Source: an optimization exercise on an open RTL-to-GDS flow (aim: small area). Production flows keep margins and buffers that such runs may drop. The RTL was checked by simulation tests, not by an equivalence proof against the original design. No activity file was given, so power comes from the tool's default toggle rates.

==> run a <==
## alu
module alu (
	input			i_clk,
	input			i_rst_n,
	input			i_valid,
	input	signed	[7:0]	i_data_a,
	input	signed	[7:0]	i_data_b,
	input		[2:0]	i_inst,
	output			o_valid,
	output		[7:0]	o_data
);
export LEC_CHECK = 0
export CAP_MARGIN = 20
export CORE_MARGIN = 2
export CORE_UTILIZATION = 40
export CTS_BUF_LIST = sky130_fd_sc_hd__clkbuf_2
export GPL_TIMING_DRIVEN = 0
export SLEW_MARGIN = 20
create_clock -name core_clock -period 7.0 [get_ports {i_clk}]
standard.sh (not shown) runs the stock make flow with config.mk's settings and CLKGATE_MAP_FILE= SYNTH_SCRIPT=/design/flow/synth_recipe.tcl, a recipe that flattens the netlist after the stock synthesis.
==> flow/flow/run.sh <==
#!/bin/bash
set -euo pipefail
W=$PWD
export FLOW_WORK=$W
export FLOW_ABC_SCRIPT=$W/flow/area.abc
LIB=$FLOW_HOME/platforms/sky130hd/lib/sky130_fd_sc_hd__tt_025C_1v80.lib

# impl.v must do what design.v does: prove it before laying it out
cat > equiv.ys <<EOY
read_liberty -ignore_miss_func $LIB
read_verilog -sv $W/design.v
rename alu gold
read_verilog -sv $W/flow/impl.v
proc; flatten; opt_clean
rename alu gate
miter -equiv -flatten -make_assert gold gate miter
hierarchy -top miter
flatten; async2sync; opt -fast
sat -verify -prove-asserts -set-init-zero -seq 2 -show-inputs miter
EOY
yosys -l equiv.log -q -s equiv.ys > /dev/null

MK=(make -C "$FLOW_HOME" DESIGN_CONFIG="$W/config.mk" WORK_HOME="$W/orfs"
    CLKGATE_MAP_FILE= SYNTH_SCRIPT="$W/flow/synth.tcl"
    VERILOG_FILES="$W/flow/impl.v" ADDER_MAP_FILE=
    "BUFFER_PORTS_ARGS=-buffer_cell sky130_fd_sc_hd__buf_1")
"${MK[@]}" synth > make_synth.log 2>&1
"${MK[@]}" finish > make_finish.log 2>&1
R=$W/orfs/results/sky130hd/alu/base
: # left out here: write the final layout as DEF
==> flow/flow/area.abc <==
strash
balance; rewrite; refactor; balance; rewrite; rewrite -z; balance; refactor -z; rewrite -z; balance
&get -n
&deepsyn -T 60
&put
balance; rewrite; refactor; balance; rewrite; rewrite -z; balance; refactor -z; rewrite -z; balance
dch -f
amap
topo
mfs3 -ae -H 6 -R 4
mfs3 -ae -H 6 -R 4 -r
==> flow/flow/synth.tcl <==
proc abc {args} {
  set i [lsearch -exact $args -script]
  if {$i >= 0 && ![string match "*-fast*" $args]} {
    lset args [expr {$i + 1}] $::env(FLOW_ABC_SCRIPT)
    set j [lsearch -exact $args -D]
    if {$j >= 0} { set args [lreplace $args $j [expr {$j + 1}]] }
  }
  puts "abc (flow wrapper): $args"
  yosys abc {*}$args
}
source $::env(FLOW_WORK)/synth_recipe.tcl
Other scripts of this flow, unchanged in this note and not shown: flow/flow/impl.v
==> run b: changes against run a <==
--- a/flow/flow/run.sh
+++ b/flow/flow/run.sh
@@ -2,7 +2,7 @@
 set -euo pipefail
 W=$PWD
 export FLOW_WORK=$W
-export FLOW_ABC_SCRIPT=$W/flow/area.abc
+export FLOW_ABC_SCRIPTS="$W/flow/abc/a1.abc $W/flow/abc/a2.abc $W/flow/abc/a3.abc $W/flow/abc/a4.abc"
 LIB=$FLOW_HOME/platforms/sky130hd/lib/sky130_fd_sc_hd__tt_025C_1v80.lib
 
 # impl.v must do what design.v does: prove it before laying it out
@@ -23,7 +23,8 @@
 MK=(make -C "$FLOW_HOME" DESIGN_CONFIG="$W/config.mk" WORK_HOME="$W/orfs"
     CLKGATE_MAP_FILE= SYNTH_SCRIPT="$W/flow/synth.tcl"
     VERILOG_FILES="$W/flow/impl.v" ADDER_MAP_FILE=
-    "BUFFER_PORTS_ARGS=-buffer_cell sky130_fd_sc_hd__buf_1")
+    "BUFFER_PORTS_ARGS=-buffer_cell sky130_fd_sc_hd__buf_1" SKIP_CTS_REPAIR_TIMING=1
+    "CTS_ARGS=-sink_clustering_enable -repair_clock_nets -dont_use_dummy_load -buf_list sky130_fd_sc_hd__clkbuf_2 -root_buf sky130_fd_sc_hd__clkbuf_4")
 "${MK[@]}" synth > make_synth.log 2>&1
 "${MK[@]}" finish > make_finish.log 2>&1
 R=$W/orfs/results/sky130hd/alu/base
==> flow/flow/abc/a1.abc (new file) <==
strash
balance; rewrite; refactor; balance; rewrite; rewrite -z; balance; refactor -z; rewrite -z; balance
&get -n
&deepsyn -T 60
&put
balance; rewrite; refactor; balance; rewrite; rewrite -z; balance; refactor -z; rewrite -z; balance
dch -f
amap
topo
mfs3 -ae -H 6 -R 4
mfs3 -ae -H 6 -R 4 -r
==> flow/flow/abc/a2.abc (new file) <==
strash
balance -l; resub -K 6 -l; rewrite -l; resub -K 6 -N 2 -l; refactor -l; resub -K 8 -l; balance -l; resub -K 8 -N 2 -l; rewrite -l; resub -K 10 -l; rewrite -z -l; resub -K 10 -N 2 -l; balance -l; resub -K 12 -l; refactor -z -l; resub -K 12 -N 2 -l; rewrite -z -l; balance -l
balance -l; resub -K 6 -l; rewrite -l; resub -K 6 -N 2 -l; refactor -l; resub -K 8 -l; balance -l; resub -K 8 -N 2 -l; rewrite -l; resub -K 10 -l; rewrite -z -l; resub -K 10 -N 2 -l; balance -l; resub -K 12 -l; refactor -z -l; resub -K 12 -N 2 -l; rewrite -z -l; balance -l
dch -f
amap
topo
mfs3 -ae -H 6 -R 4
mfs3 -ae -H 6 -R 4 -r
==> flow/flow/abc/a3.abc (new file) <==
strash
balance; rewrite; refactor; balance; rewrite; rewrite -z; balance; refactor -z; rewrite -z; balance
balance; rewrite; refactor; balance; rewrite; rewrite -z; balance; refactor -z; rewrite -z; balance
dch -f
amap
topo
mfs3 -ae -H 6 -R 4
mfs3 -ae -H 6 -R 4 -r
==> flow/flow/abc/a4.abc (new file) <==
strash
balance; rewrite; refactor; balance; rewrite; rewrite -z; balance; refactor -z; rewrite -z; balance
&get -n
&deepsyn -T 60
&put
balance; rewrite; refactor; balance; rewrite; rewrite -z; balance; refactor -z; rewrite -z; balance
dch -f
amap
==> flow/flow/synth.tcl (replaced) <==
proc abc {args} {
  set i [lsearch -exact $args -script]
  if {$i < 0 || [string match "*-fast*" $args]} {
    yosys abc {*}$args
    return
  }
  set j [lsearch -exact $args -D]
  if {$j >= 0} { set args [lreplace $args $j [expr {$j + 1}]] }
  set lib [lindex $::env(LIB_FILES) 0]
  yosys design -save flow_pre_abc
  set best ""
  foreach script $::env(FLOW_ABC_SCRIPTS) {
    yosys design -load flow_pre_abc
    lset args [expr {$i + 1}] $script
    puts "abc (flow wrapper): $script"
    yosys abc {*}$args
    set st [tee -q -s result.string stat -liberty $lib]
    if {![regexp {Chip area for module [^:]*: ([0-9.]+)} $st -> area]} { error "no area after abc" }
    puts "abc (flow wrapper): $script gives cell area $area"
    if {$best eq "" || $area < $best} {
      set best $area
      yosys design -save flow_best_abc
    }
  }
  yosys design -load flow_best_abc
  puts "abc (flow wrapper): kept cell area $best"
}
source $::env(FLOW_WORK)/synth_recipe.tcl
removed: flow/flow/area.abc
==> summary.txt <==
Routed WL per cell 17.4 um; Crit path largest cell delay 0.53 ns; vias in the first global route about 2500; met2 WL roughly 3500 um; Gate power share 77.5%; first drt pass iteration count 5; Layout Area Growth over Synthesis 12.8%; worst hold margin around 0.87 ns; share of cells above drive strength 1 under 10%; Met3 Wirelength just under 600 um; run status no timing/DRC/antenna violations; grt met2 use 39.4%; pwr dens between 150 and 200 nW/um2; clock buffers 3; switch share 52.9%; Iter 0 DRT Violations ~310; final instance area 2650 um2; Seq group 0.0662 mW
The numbers above come from run b.

==> summary.txt <==
run status no timing/DRC/antenna violations; met2 WL 3470 um; vias in the first global route 2544; share of cells above drive strength 1 5.79%; first drt pass iteration count 4; Layout Area Growth over Synthesis 11.7%; grt met2 use between 30% and 40%; ClkCell Share less than 1%; Routed WL per cell 17.2 um; Iter 0 DRT Violations 330; pwr dens 183 nW/um2; nonclk inv count 29; Gate power share 78.0%; clock buffers 4; Seq group 0.0661 mW; final instance area 2630 um2; switch share 53.5%; Crit path largest cell delay approximately 0.52 ns; Met3 Wirelength about 570 um; most frequent cells in the layout nand2_1, nor2_1, o21ai_0, fa_1, o22ai_1
The numbers above come from run a.

[separate check: timing with driven ports]
Ports are ideal in the flow. The routed layouts listed here were re-timed in OpenROAD.
Step 1 sets driving cells, clkbuf_16 on the clock port and buf_2 on the other inputs (assumed; they add their load-dependent delay and slew).
Step 2 also shifts input and output timing later by t, the mid clock arrival at the registers, as if the neighbouring blocks saw the same clock.
Three values: ideal ports, drivers, drivers and shift; two values: the first two.
run | t, ns | setup slack, ns | clock arrival spread, ns | worst register clock-pin slew, ns
run a | 0.294 | 0.402 / 0.406 / 0.111 | 0.001 / 0.001 | 0.12 / 0.12
run b | 0.300 | 0.367 / 0.371 / 0.071 | 0.004 / 0.004 | 0.08 / 0.08
After both steps setup and hold are still met in every run listed. For run b, which loses most, drivers alone change the setup slack by +0.004 ns; drivers and shift together by -0.296 ns.
